What follows belongs to an exercise in optimizing a design on an open flow for small area, a short achievable clock period and few clock cycles; a production flow would make more cautious choices.
Only simulation tests tie the RTL to the original design; equivalence was not proved.
Power and IR drop assume default switching activity.

// RV32Core
module RV32Core(
    input  wire        CPU_CLK,
    input  wire        CPU_RST,
    output wire [31:0] IMEM_Addr,
    input  wire [31:0] IMEM_RData,
    output wire [31:0] DMEM_Addr,
    output wire [31:0] DMEM_WData,
    output wire [3:0]  DMEM_WE,
    input  wire [31:0] DMEM_RData
    );
    wire clk = CPU_CLK;
    wire rst = CPU_RST;
    reg  [13:2] pc;                  
    reg         f_v;                 
    reg         r_ff;                
    reg  [13:2] d_pc;                
    wire [31:0] d_ir = IMEM_RData;
    wire        d_v  = f_v & ~r_ff;
    reg  [31:0] e_a, e_b, e_c;       
    reg  [2:0]  e_fa, e_fb, e_fc;    
    reg  [4:0]  e_rd;
    reg         e_wen, e_ld, e_st, e_jalr;
    reg         e_br, e_beqne, e_binv;   
    reg         e_csgn;                  
    reg         e_sub, e_sra;
    reg         e_sadd, e_sslt, e_sxor, e_sor, e_sand, e_ssll, e_ssr, e_sc;
    reg  [2:0]  e_f3;
    reg  [31:0] m_res;
    reg  [31:0] m_wdata;
    reg  [3:0]  m_we;
    reg  [4:0]  m_rd;
    reg         m_wen, m_ld;
    reg  [2:0]  m_f3;
    reg  [31:0] w_res;
    reg  [4:0]  w_rd;
    reg         w_wen;
    reg         w_s00, w_s01, w_s02, w_s03, w_s11, w_s13, w_sw, w_alu;
    reg         w_f1, w_f23;         
    reg         w_g7, w_g15, w_g23, w_g31;   
    reg  [31:0] rf [1:31];
    wire [4:0] d_opc   = d_ir[6:2];
    wire       d_lui   = d_opc == 5'b01101;
    wire       d_auipc = d_opc == 5'b00101;
    wire       d_jal   = d_opc == 5'b11011;
    wire       d_jalr  = d_opc == 5'b11001;
    wire       d_br    = d_opc == 5'b11000;
    wire       d_ld    = d_opc == 5'b00000;
    wire       d_st    = d_opc == 5'b01000;
    wire       d_opi   = d_opc == 5'b00100;
    wire       d_opr   = d_opc == 5'b01100;
    wire [2:0] d_f3    = d_ir[14:12];
    wire [4:0] d_rd    = d_ir[11:7];
    wire [4:0] d_rs1   = d_ir[19:15];
  ...
For scale: about 7300 cells after synthesis, roughly 1300 flip-flops, roughly 170 I/O pins, about 65000 um^2 of cells after synthesis.
export LEC_CHECK = 0
export CAP_MARGIN = 20
export CORE_MARGIN = 2
export CORE_UTILIZATION = 50
export SLEW_MARGIN = 20
create_clock -name core_clock -period 10.0 [get_ports {CPU_CLK}]
standard.sh (not shown) runs the stock make flow with config.mk's settings and CLKGATE_MAP_FILE= SYNTH_SCRIPT=/design/flow/synth_recipe.tcl, a recipe that flattens the netlist after the stock synthesis.
==> flow/flow/run.sh <==
#!/bin/bash
# The standard layout (standard.sh: standard synthesis and ORFS flow) with:
#  - ABC area-oriented mapping (timing repair then works on the critical paths),
#  - sky130_fd_sc_hd__buf_4 as the port buffer (the default pick is a slow
#    delay cell that footprint-matched resizing cannot swap out),
#  - CTS without dummy loads.
# The make output goes to flow_make.log; ORFS writes each step's log under orfs/logs.
set -uo pipefail
bash standard.sh \
  SETUP_SLACK_MARGIN=6.5 \
  ABC_AREA=1 \
  TNS_END_PERCENT=100 \
  CORE_UTILIZATION=50 \
  "BUFFER_PORTS_ARGS=-buffer_cell sky130_fd_sc_hd__buf_4" \
  "CTS_ARGS=-sink_clustering_enable -repair_clock_nets -dont_use_dummy_load" \
  finish > flow_make.log 2>&1
The baseline completed without violations.
Testbench counts at the start, summed over its fixed seeds: cycles 14,759.
Change:
--- a/flow/flow/run.sh
+++ b/flow/flow/run.sh
@@ -4,5 +4,5 @@
 #  - sky130_fd_sc_hd__buf_4 as the port buffer (the default pick is a slow
 #    delay cell that footprint-matched resizing cannot swap out),
-#  - CTS without dummy loads.
+#  - CTS with clkbuf_8 buffers and without dummy loads.
 # The make output goes to flow_make.log; ORFS writes each step's log under orfs/logs.
 set -uo pipefail
@@ -13,4 +13,4 @@
   CORE_UTILIZATION=50 \
   "BUFFER_PORTS_ARGS=-buffer_cell sky130_fd_sc_hd__buf_4" \
-  "CTS_ARGS=-sink_clustering_enable -repair_clock_nets -dont_use_dummy_load" \
+  "CTS_ARGS=-sink_clustering_enable -repair_clock_nets -dont_use_dummy_load -buf_list sky130_fd_sc_hd__clkbuf_8" \
   finish > flow_make.log 2>&1
The new run went through all stages and came out clean.
Synthesized area stays the same.
Non-clock buffer count came out lower by 81.
Sequential cell count is unchanged.

---

the reference run:
RV32Core, a different RTL version from the one above (not shown whole).
For scale: roughly 1500 flip-flops, ~170 I/O pins.
clock: 10.0 ns
lec_check: 0
abc_clock_period_in_ps: 3000
cap_margin: 20
core_margin: 2
core_utilization: 50
setup_slack_margin: 5
slew_margin: 20
tns_end_percent: 100
run.sh (not shown) runs the stock make flow with config.mk's settings and CLKGATE_MAP_FILE= SYNTH_SCRIPT=/design/flow/synth_recipe.tcl, a recipe that flattens the netlist after the stock synthesis.
Stock flow here: none of the scripts above is used.
The reference run finished every stage and its layout cleared the timing, DRC and antenna checks.
Testbench counts of the reference run, summed over its fixed seeds: cycles 15,970.
Inputs modified between the reference run and the trial run:
# the reference run
export LEC_CHECK = 0
export ABC_CLOCK_PERIOD_IN_PS = 3000
export CAP_MARGIN = 20
export CORE_MARGIN = 2
export CORE_UTILIZATION = 50
export SETUP_SLACK_MARGIN = 5
export SLEW_MARGIN = 20
export TNS_END_PERCENT = 100
create_clock -name core_clock -period 10.0 [get_ports {CPU_CLK}]
# the trial run
export LEC_CHECK = 0
export CAP_MARGIN = 20
export CORE_MARGIN = 2
export CORE_UTILIZATION = 40
export SLEW_MARGIN = 20
create_clock -name core_clock -period 10.0 [get_ports {CPU_CLK}]
==> run notes <==
Share of power burned in combinational logic ended up 0.6 points lower on the trial run than on the reference run. Looking at met1 routed wirelength after detailed routing, the trial run sits below the reference run. The reference run vs the trial run, termination of the worst setup path: e_c[30] vs pc[6]. The trial run vs. the reference run: number of clock buffer instances in the layout increased 1, power drawn by the clock network shows an increase of about 3%, area fraction of clock buffers and clock inverters grew by 0.23 points, power has increased, worst setup slack saw a decrease.

---

job 101:
RV32Core, a different RTL version from the one above (not shown whole).
Size in the first run: ~1,300 flip-flops, about 170 I/O pins, about 66,000 um^2 of cells after synthesis.
Settings: LEC_CHECK=0, CAP_MARGIN=20, CORE_MARGIN=2, CORE_UTILIZATION=50, SLEW_MARGIN=20; clock period 10.0 ns.
standard.sh (not shown) runs the stock make flow with config.mk's settings and CLKGATE_MAP_FILE= SYNTH_SCRIPT=/design/flow/synth_recipe.tcl, a recipe that flattens the netlist after the stock synthesis.
==> flow/flow/run.sh <==
#!/bin/bash
# The standard layout (standard.sh: standard synthesis and ORFS flow) with:
#  - ABC area-oriented mapping (timing repair then works on the critical paths),
#  - sky130_fd_sc_hd__buf_4 as the port buffer (the default pick is a slow
#    delay cell that footprint-matched resizing cannot swap out),
#  - CTS with clkbuf_8 buffers and without dummy loads.
# The make output goes to flow_make.log; ORFS writes each step's log under orfs/logs.
set -uo pipefail
bash standard.sh \
  SETUP_SLACK_MARGIN=6.75 \
  ABC_AREA=1 \
  TNS_END_PERCENT=100 \
  CORE_UTILIZATION=50 \
  "BUFFER_PORTS_ARGS=-buffer_cell sky130_fd_sc_hd__buf_4" \
  "CTS_ARGS=-sink_clustering_enable -repair_clock_nets -dont_use_dummy_load -buf_list sky130_fd_sc_hd__clkbuf_8" \
  finish > flow_make.log 2>&1
Job 101: no failed stages, no open violations at the end
Testbench counts of job 101, summed over its fixed seeds: cycles 14,593.
--- input diff job 101..job 102 ---
--- a/flow/flow/run.sh
+++ b/flow/flow/run.sh
@@ -9,3 +9,3 @@
 bash standard.sh \
-  SETUP_SLACK_MARGIN=6.75 \
+  SETUP_SLACK_MARGIN=6.5 \
   ABC_AREA=1 \
- Having completed the whole flow, job 101 delivered a layout that passed the timing, DRC and antenna checks.
- The flow did not stop early for job 102: all stages ran, and the layout cleared the timing, DRC and antenna checks.
- From job 101 to job 102 the numbers moved as follows: highest clock rate shows a reduction of about 4.7%; fraction of power consumed by the clock network higher; met2 routed wirelength -about 3.5%.
- Looking at via count of the first global-routing pass, job 102 sits 988 lower than job 101 does.
- Core utilization: job 102 lower than job 101

[what the ideal ports hide]
The results above use ideal ports. As a check the final layouts listed here were re-extracted and re-timed, cells and wires unchanged.
Step 1 assumes that a clkbuf_16 drives the clock port and a buf_2 every other input.
Step 2 also shifts input and output timing later by t, the mid clock arrival at the registers, as if the neighbouring blocks saw the same clock.
a / b / c = no drivers / after step 1 / after step 2; a / b = the first two.
| run | shift t [ns] | setup slack, ns | worst data-port slew with drivers (ns) |
|---|---|---|---|
| the first run of note 1 | 0.843 | 6.261 / 6.144 / 5.301 | 0.21 |
| the second run of note 1 | 1.001 | 6.304 / 6.293 / 5.292 | 0.23 |
| the reference run | 0.885 | 5.158 / 5.158 / 5.158 | 0.07 |
| the trial run | 0.902 | 3.563 / 3.563 / 3.563 | 0.10 |
| job 101 | 1.044 | 6.467 / 6.404 / 5.412 | 0.25 |
| job 102 | 1.009 | 6.294 / 6.219 / 5.210 | 0.30 |
After both steps setup and hold are still met in every run listed. The setup slack of job 102, which loses most, moves by -0.075 ns with the drivers and by -1.084 ns with both steps.
